Context: an optimization exercise on an open-source flow, tuned for small area. The choices shown serve that exercise and are no tape-out recipe.
In this exercise RTL edits were held to simulation tests only and were not proved equivalent to the original.
No activity file was given, so power comes from the tool's default toggle rates.

== zinc ==
==> flow/design.v <==
module shift_reg #(
	parameter DATA_WIDTH = 12,
	parameter SHIFT_LENGTH = 320
) (
	input clk,
	input en,
	input enb,
	input [DATA_WIDTH-1:0] in,
	output [DATA_WIDTH*SHIFT_LENGTH-1:0] taps	 
);
localparam N = DATA_WIDTH * SHIFT_LENGTH;
reg [N-1:0] shift;
always @(posedge clk)
	shift <= ~((shift | {N{en}}) & ({shift[N-DATA_WIDTH-1:0], in} | {N{enb}}));
assign taps = shift;
endmodule
module RAW2GRAY #(
	parameter IMG_W = 1280
) (
	input clk,
	input phase,
	input [11:0] d1,		 
	input [11:0] d2,		 
	input pv,			 
	input pvb,			 
	output [11:0] gray_pixel
);
wire [12:0] pair = d1 + d2;
wire [13*(IMG_W/2)-1:0] line;
shift_reg #(.DATA_WIDTH(13), .SHIFT_LENGTH(IMG_W/2)) sr (
	.clk(clk),
	.en(pv),
	.enb(pvb),
	.in(pair ^ {13{phase}}),
	.taps(line)
);
wire [12:0] above = line[13*(IMG_W/2)-1 -: 13] ^ {13{phase}};
wire [13:0] sum = pair + above;
assign gray_pixel = sum[13:2];
endmodule
module image_buffer #(
	parameter PIXEL_LENGTH = 320
) (
	input clk,
	input rst,
	input phase,
	input en,
	input enb,
	input [11:0] pixel_in,
	output [2:0][2:0][11:0] data_matrix
);
localparam N = 3 * PIXEL_LENGTH + 1;	 
wire [11:0] in = pixel_in ^ {12{phase}};
reg [11:0] w0, w1;
wire [12*N-1:0] rest;
always @(posedge clk, negedge rst) begin
	if (!rst) begin
		w0 <= 12'd0;
		w1 <= 12'd0;
	end else begin
		w0 <= ~((w0 | {12{en}}) & (in | {12{enb}}));
		w1 <= ~((w1 | {12{en}}) & (w0 | {12{enb}}));
	end
end
shift_reg #(.DATA_WIDTH(12), .SHIFT_LENGTH(N)) sr (
	.clk(clk),
	.en(en),
	.enb(enb),
	.in(w1),
	.taps(rest)
);
genvar k, m;
generate
	for (k = 0; k < 3; k = k + 1) begin : g_row
		for (m = 0; m < 3; m = m + 1) begin : g_col
			assign data_matrix[k][m] = rest[12*(PIXEL_LENGTH*(k+1)+m-2) +: 12];
		end
	end
endgenerate
endmodule
module conv(
	input phase,				 
	input [2:0][2:0][11:0] data_matrix,
	input input_switch,
	output [11:0] conv_out
);
wire [11:0] p = {12{phase}};
wire [11:0] a = (input_switch ? data_matrix[2][0] : data_matrix[0][2]) ^ p;
wire [11:0] b = (input_switch ? data_matrix[2][1] : data_matrix[1][2]) ^ p;
wire [11:0] c = (input_switch ? data_matrix[0][1] : data_matrix[1][0]) ^ p;
wire [11:0] d = (input_switch ? data_matrix[0][2] : data_matrix[2][0]) ^ p;
wire [11:0] e = data_matrix[0][0] ^ p;
wire [11:0] f = data_matrix[2][2] ^ p;
wire [11:0] x = a + {b[10:0], 1'b0} + f;
wire [11:0] y = e + {c[10:0], 1'b0} + d;
wire [12:0] diff = {1'b0, x} - {1'b0, y};
assign conv_out = diff[12] ? -diff[11:0] : diff[11:0];
endmodule
module imgproc #(
	parameter IMG_W = 640,	 
	parameter IMG_H = 480	 
) (
	input iCLK, 		 
	input iRST, 		 
	input [11:0] iDATA,	 
	input iDVAL,		 
	input [15:0] iX_Cont,	 
	input [15:0] iY_Cont,	 
	input iSW,		 
	output[11:0]  oRed,	 
	output[11:0]  oGreen,	 
	output[11:0]  oBlue,	 
	output oDVAL		 
);
reg [11:0] d1, d2;
always @(posedge iCLK) begin
	d1 <= iDATA;
	d2 <= d1;
end
wire pair_now = iDVAL & iX_Cont[0];		 
wire gray_now = pair_now & iY_Cont[0];		 
reg pv, pvb, gv, gvb;
reg phase;
reg started;
always @(posedge iCLK, negedge iRST) begin
	if (!iRST) begin
		pv <= 1'b0;
		pvb <= 1'b1;
		gv <= 1'b0;
		gvb <= 1'b1;
		started <= 1'b0;
		phase <= 1'b0;
	end else begin
		pv <= pair_now;
		pvb <= ~pair_now;
		gv <= gray_now;
		gvb <= ~gray_now;
		started <= started | (iDVAL & iY_Cont[2]);
		phase <= ~phase;
	end
end
wire [11:0] gray_pixel;
RAW2GRAY #(.IMG_W(IMG_W)) grayscale(
	.clk(iCLK),
	.phase(phase),
	.d1(d1),
	.d2(d2),
	.pv(pv),
	.pvb(pvb),
	.gray_pixel(gray_pixel)
);
wire [2:0][2:0][11:0] data_matrix;
image_buffer #(.PIXEL_LENGTH(IMG_W / 2)) imgbuff(
	.clk(iCLK),
	.rst(iRST),
	.phase(phase),
	.en(gv),
	.enb(gvb),
	.pixel_in(gray_pixel),
	.data_matrix(data_matrix)
);
wire [11:0] conv_out;
conv convolution(
	.phase(phase),
	.data_matrix(data_matrix),
	.input_switch(iSW),
	.conv_out(conv_out)
);
assign oDVAL = gray_now & started;
wire masked = (~|iY_Cont[8:3] & (iY_Cont[2] ^ iY_Cont[1]))
	| ~|iX_Cont[9:1]
	| (iX_Cont[9] & &iX_Cont[6:1]);
assign oRed = masked ? 12'd0 : conv_out;
assign oGreen = oRed;
assign oBlue = oRed;
endmodule
export LEC_CHECK = 0
export CAP_MARGIN = 10
export CORE_MARGIN = 2
export CORE_UTILIZATION = 70
export PLACE_DENSITY = 0.8
export SLEW_MARGIN = 10
create_clock -name core_clock -period 10.0 [get_ports {iCLK}]
standard.sh (not shown) runs the stock make flow with config.mk's settings and CLKGATE_MAP_FILE= SYNTH_SCRIPT=/design/flow/synth_recipe.tcl, a recipe that flattens the netlist after the stock synthesis.
==> flow/flow/run.sh <==
#!/bin/bash
# Standard ORFS layout; only the clock tree synthesis arguments differ:
# clusters of at most 20 flip-flops on clkbuf_8 leaf buffers and no dummy
# loads; and the ports are buffered with the smallest buffer, buf_1.
set -euo pipefail
export CTS_ARGS="-sink_clustering_enable -repair_clock_nets -dont_use_dummy_load -sink_clustering_size 20 -sink_clustering_max_diameter 50 -buf_list sky130_fd_sc_hd__clkbuf_8"
export BUFFER_PORTS_ARGS="-buffer_cell sky130_fd_sc_hd__buf_1"
bash standard.sh > standard.log 2>&1
[inputs] sierra vs zinc
--- a/flow/design.v
+++ b/flow/design.v
@@ -167,9 +167,20 @@
 	.conv_out(conv_out)
 );
 assign oDVAL = gray_now & started;
-wire masked = (~|iY_Cont[8:3] & (iY_Cont[2] ^ iY_Cont[1]))
-	| ~|iX_Cont[9:1]
-	| (iX_Cont[9] & &iX_Cont[6:1]);
+function integer bits_for(input integer n);	 
+	integer b;
+	begin
+		bits_for = 0;
+		for (b = 1; b < n; b = b * 2)
+			bits_for = bits_for + 1;
+	end
+endfunction
+localparam XW = bits_for(IMG_W);
+localparam YW = bits_for(IMG_H);
+wire [XW-2:0] gray_col = iX_Cont[XW-1:1];
+wire [YW-2:0] gray_row = iY_Cont[YW-1:1];
+wire masked = (gray_row == 1) || (gray_row == 2)
+	|| (gray_col == 0) || (gray_col == (IMG_W - 1) / 2);
 assign oRed = masked ? 12'd0 : conv_out;
 assign oGreen = oRed;
 assign oBlue = oRed;
==> run summary <==
- Measured against zinc, the count of inverters other than clock inverters in the layout of sierra comes out at 0.948 times the reference value.
- Changes observed in sierra relative to zinc: leakage power comparable, overall via count from detail_route ~0 delta.
- Number of buffers created by CTS, sierra vs zinc: up slightly
- [compare] base=zinc new=sierra: upper clock frequency limit has decreased; design area barely changed; setup slack went down 0.22 ns.
- In the reports for sierra and zinc, the smaller number of non-clock buffers belongs to sierra.

## static timing again, ports no longer ideal
How much do the figures lean on ideal ports? The routed layouts below were timed once more, with nothing changed but the port constraints. Step 1 (the two cells are an assumption about what drives the block):
set clk [get_ports {iCLK}]
set_driving_cell -lib_cell sky130_fd_sc_hd__clkbuf_16 $clk
set_driving_cell -lib_cell sky130_fd_sc_hd__buf_2 [delete_from_list [all_inputs] $clk]
Step 2 also shifts input and output timing later by t, the mid clock arrival at the registers, as if the neighbouring blocks saw the same clock. a / b / c = ideal ports / drivers / drivers and shift; a / b = the first two.
run | t, ns | setup WS [ns] | worst hold slack (ns)
zinc | 1.435 | 0.780 / 0.699 / 0.752 | 0.331 / 0.331 / 0.331
sierra | 1.429 | 0.563 / 0.229 / 0.229 | 0.352 / 0.352 / 0.352
After both steps setup and hold are still met in every run listed. For sierra, which loses most, drivers alone change the setup slack by -0.334 ns; drivers and shift together by -0.334 ns.
